Background: an optimization exercise with open tools, aiming at small area and a short achievable clock period. Do not read the settings as production practice. Only simulation tests tie the RTL to the original design; equivalence was not proved. Power figures rest on the tool's default switching activity, not on a simulated workload.

==> flow/design.v (excerpt) <==
module rv32i_core #(parameter XLEN=32, REG_COUNT=32)(
  input  wire        clk,
  input  wire        rst,
  input  wire [31:0] instr,
  input  wire [31:0] mem_rdata,
  output wire [31:0] pc,
  output wire [31:0] mem_addr,
  output wire [31:0] mem_wdata,
  output wire        mem_we
);
  localparam OP_IMM = 7'b0010011, OP   = 7'b0110011, LOAD  = 7'b0000011,
             STORE  = 7'b0100011, BRANCH = 7'b1100011, JAL = 7'b1101111,
             JALR   = 7'b1100111, AUIPC = 7'b0010111, LUI   = 7'b0110111;
  reg  [31:7] instr_reg;   
  reg  [31:1] pc_q;        
  reg  [31:1] pc_reg;
  reg  [31:0] op_a, op_b;  
  reg  [31:0] mem_addr_reg, mem_wdata_reg;
  reg         mem_we_reg;
  reg c_we;       
  reg c_load, c_store, c_ls, c_branch, c_jump;
  reg c_sub, c_base_a, c_ti_j, c_ti_b, c_ti_s, c_u, c_alu;
  assign pc        = {pc_q, 1'b0};
  assign mem_addr  = mem_addr_reg;
  assign mem_wdata = mem_wdata_reg;
  assign mem_we    = mem_we_reg;
  wire [4:0] rd     = instr_reg[11:7];
  wire [2:0] funct3 = instr_reg[14:12];
  wire [31:0] imm_i = {{20{instr_reg[31]}}, instr_reg[31:20]};
  wire [31:0] imm_s = {{20{instr_reg[31]}}, instr_reg[31:25], instr_reg[11:7]};
  wire [31:0] imm_b = {{19{instr_reg[31]}}, instr_reg[31], instr_reg[7], instr_reg[30:25], instr_reg[11:8], 1'b0};
  wire [31:0] imm_u = {instr_reg[31:12], 12'b0};
  wire [31:0] imm_j = {{11{instr_reg[31]}}, instr_reg[31], instr_reg[19:12], instr_reg[20], instr_reg[30:21], 1'b0};
  wire [31:0] alu_result;
  wire        eq, lt, ltu;
  alu alu_inst (
    .a(op_a), .b(op_b), .funct3(funct3), .sub(c_sub),
    .result(alu_result), .eq(eq), .lt(lt), .ltu(ltu)
  );
  wire [31:1] pc_plus4 = {pc_reg[31:2] + 30'd1, pc_reg[1]};
  wire [31:0] wd = ({32{c_load}} & mem_rdata)
                 | ({32{c_jump}} & {pc_plus4, 1'b0})
                 | ({32{c_u}}    & imm_u)
                 | ({32{c_alu}}  & alu_result);
  wire [6:0] op_n  = instr[6:0];
  wire [2:0] f3_n  = instr[14:12];
  ...
==> flow/config.mk <==
export PLATFORM = sky130hd
export DESIGN_NAME = rv32i_core
export DESIGN_NICKNAME = rv32i_core
export VERILOG_FILES = /design/flow/design.v
export SDC_FILE = /design/flow/constraint.sdc
export NUM_CORES = 4
export LEC_CHECK = 0
export ABC_AREA = 1
export CAP_MARGIN = 20
export CORE_MARGIN = 2
export CORE_UTILIZATION = 55
export CTS_BUF_LIST = sky130_fd_sc_hd__clkbuf_4 sky130_fd_sc_hd__clkbuf_8
export SETUP_SLACK_MARGIN = 5
export SLEW_MARGIN = 20
export TNS_END_PERCENT = 0
==> flow/constraint.sdc <==
create_clock -name core_clock -period 9.0 [get_ports {clk}]
set_input_delay 1.8000 -clock core_clock [delete_from_list [all_inputs] [get_ports {clk}]]
set_output_delay 1.8000 -clock core_clock [all_outputs]
set_load 0.01 [all_outputs]
standard.sh (not shown) runs the stock make flow with config.mk's settings and CLKGATE_MAP_FILE= SYNTH_SCRIPT=/design/flow/synth_recipe.tcl, a recipe that flattens the netlist after the stock synthesis.
==> flow/flow/run.sh <==
#!/bin/bash
set -euo pipefail
MARGIN=6.5
sed "s/\"\${@:-finish}\"/SETUP_SLACK_MARGIN=$MARGIN 'BUFFER_PORTS_ARGS=-buffer_cell sky130_fd_sc_hd__buf_4' \"\${@:-finish}\"/" standard.sh > standard_tuned.sh
grep -q "SETUP_SLACK_MARGIN=$MARGIN" standard_tuned.sh
bash standard_tuned.sh > flow_make.log 2>&1
Change:
- CORE_UTILIZATION: 55 -> 45
- CTS_BUF_LIST: sky130_fd_sc_hd__clkbuf_4 sky130_fd_sc_hd__clkbuf_8 -> not set
- TNS_END_PERCENT: 0 -> 5
Result:
- The changed run passed the timing, design-rule and antenna checks
- worst setup slack improved by 0.055 ns
- wire length grows by about 10%
- design area grows by about 5%
- critical path depth grows by 1
- maximum frequency grows by 1.6%
- final cell count grows by about 4%
Change:
==> flow/run.sh (new file) <==
#!/bin/bash
# synth_recipe.tcl (not shown) runs the flow's synth.tcl, then flattens the netlist and writes it again
# the make line also repeats each setting of config.mk as NAME=value (left out here)
make -C /OpenROAD-flow-scripts/flow DESIGN_CONFIG=/design/flow/config.mk WORK_HOME=/design/flow/orfs CLKGATE_MAP_FILE= SYNTH_SCRIPT=/design/flow/synth_recipe.tcl finish
- ABC_AREA: 1 -> not set
- TNS_END_PERCENT: 5 -> not set
removed: flow/flow/run.sh
removed: flow/standard.sh
Power went down by a few percent.
Design area went down by roughly a tenth.
Cell count went down by a quarter to a third.
Critical path depth went down by 6.
Combinational power went down by a few percent.
Maximum frequency went down by about a fifth.
Setup slack is worse by 0.68 ns.
Core utilization went down by 2.0 points.
Worst hold slack is worse by 0.0070 ns.
Die area went down by a few percent.
Synthesized area went down by a few percent.
Change:
==> flow/flow/run.sh (new file) <==
#!/bin/bash
set -euo pipefail
MARGIN=6.5
sed "s/\"\${@:-finish}\"/SETUP_SLACK_MARGIN=$MARGIN 'BUFFER_PORTS_ARGS=-buffer_cell sky130_fd_sc_hd__buf_4' \"\${@:-finish}\"/" standard.sh > standard_tuned.sh
grep -q "SETUP_SLACK_MARGIN=$MARGIN" standard_tuned.sh
bash standard_tuned.sh > flow_make.log 2>&1
==> flow/standard.sh (new file) <==
#!/bin/bash
# synth_recipe.tcl (not shown) runs the flow's synth.tcl, then flattens the netlist and writes it again
# the make line also repeats each setting of config.mk as NAME=value (left out here)
make -C /OpenROAD-flow-scripts/flow DESIGN_CONFIG=/design/flow/config.mk WORK_HOME=/design/flow/orfs CLKGATE_MAP_FILE= SYNTH_SCRIPT=/design/flow/synth_recipe.tcl "${@:-finish}"
- ABC_AREA: not set -> 1
- CTS_BUF_LIST: not set -> sky130_fd_sc_hd__clkbuf_4 sky130_fd_sc_hd__clkbuf_8
- TNS_END_PERCENT: not set -> 0
removed: flow/run.sh
Synthesized area went up by a little under a tenth.
Clock power hardly moves.
Critical path depth went up by 6.
Sequential share of layout area went down by 2.7 points.
Fmax went up by about a fifth.
Wire length went up by about a fifth.
Synthesized cell count went up by well over a third.
Setup slack gains 0.62 ns.
Sequential power barely changes.
Power went down slightly.
Final cell count went up by well over a third.
Change:
- ABC_AREA: 1 -> not set
- CTS_BUF_LIST: sky130_fd_sc_hd__clkbuf_4 sky130_fd_sc_hd__clkbuf_8 -> not set
- TNS_END_PERCENT: 0 -> 5
Result: Worst hold slack is about the same. Clock power grows by 9.3%. Sequential power is about the same. Synthesized area shrinks by 6.7%.

re-timing with driven ports:
In the flow no input, the clock included, has a driving cell. The finished layouts below were timed again as built, in two steps.
Step 1: set_driving_cell puts a clkbuf_16 on clk and a buf_2 on each other input, an assumption about the parent block.
Step 2 times the ports against the registers' clock, not the clock port: input delays grow and output delays shrink by t, the midpoint of the rising clock arrivals with the driver on.
Three values: no drivers, after step 1, after step 2; two values: the first two.
run	shift t [ns]	slack for setup (ns)	hold WS [ns]	worst setup path after step 2	pins driven straight from the clock port
the first run	1.031	5.442 / 5.411 / 4.379	0.363 / 0.363 / 0.363	input to register	1
the second run	0.885	5.497 / 5.471 / 4.586	0.376 / 0.376 / 0.376	input to register	1
the third run	0.855	4.814 / 4.870 / 4.015	0.369 / 0.369 / 0.369	input to register	1
the fourth run	1.024	5.429 / 5.378 / 4.354	0.375 / 0.375 / 0.375	input to register	1
the fifth run	0.873	5.083 / 5.083 / 4.412	0.372 / 0.372 / 0.372	input to register	1
After both steps setup and hold are still met in every run listed. For the fourth run, which loses most, drivers alone change the setup slack by -0.051 ns; drivers and shift together by -1.075 ns.
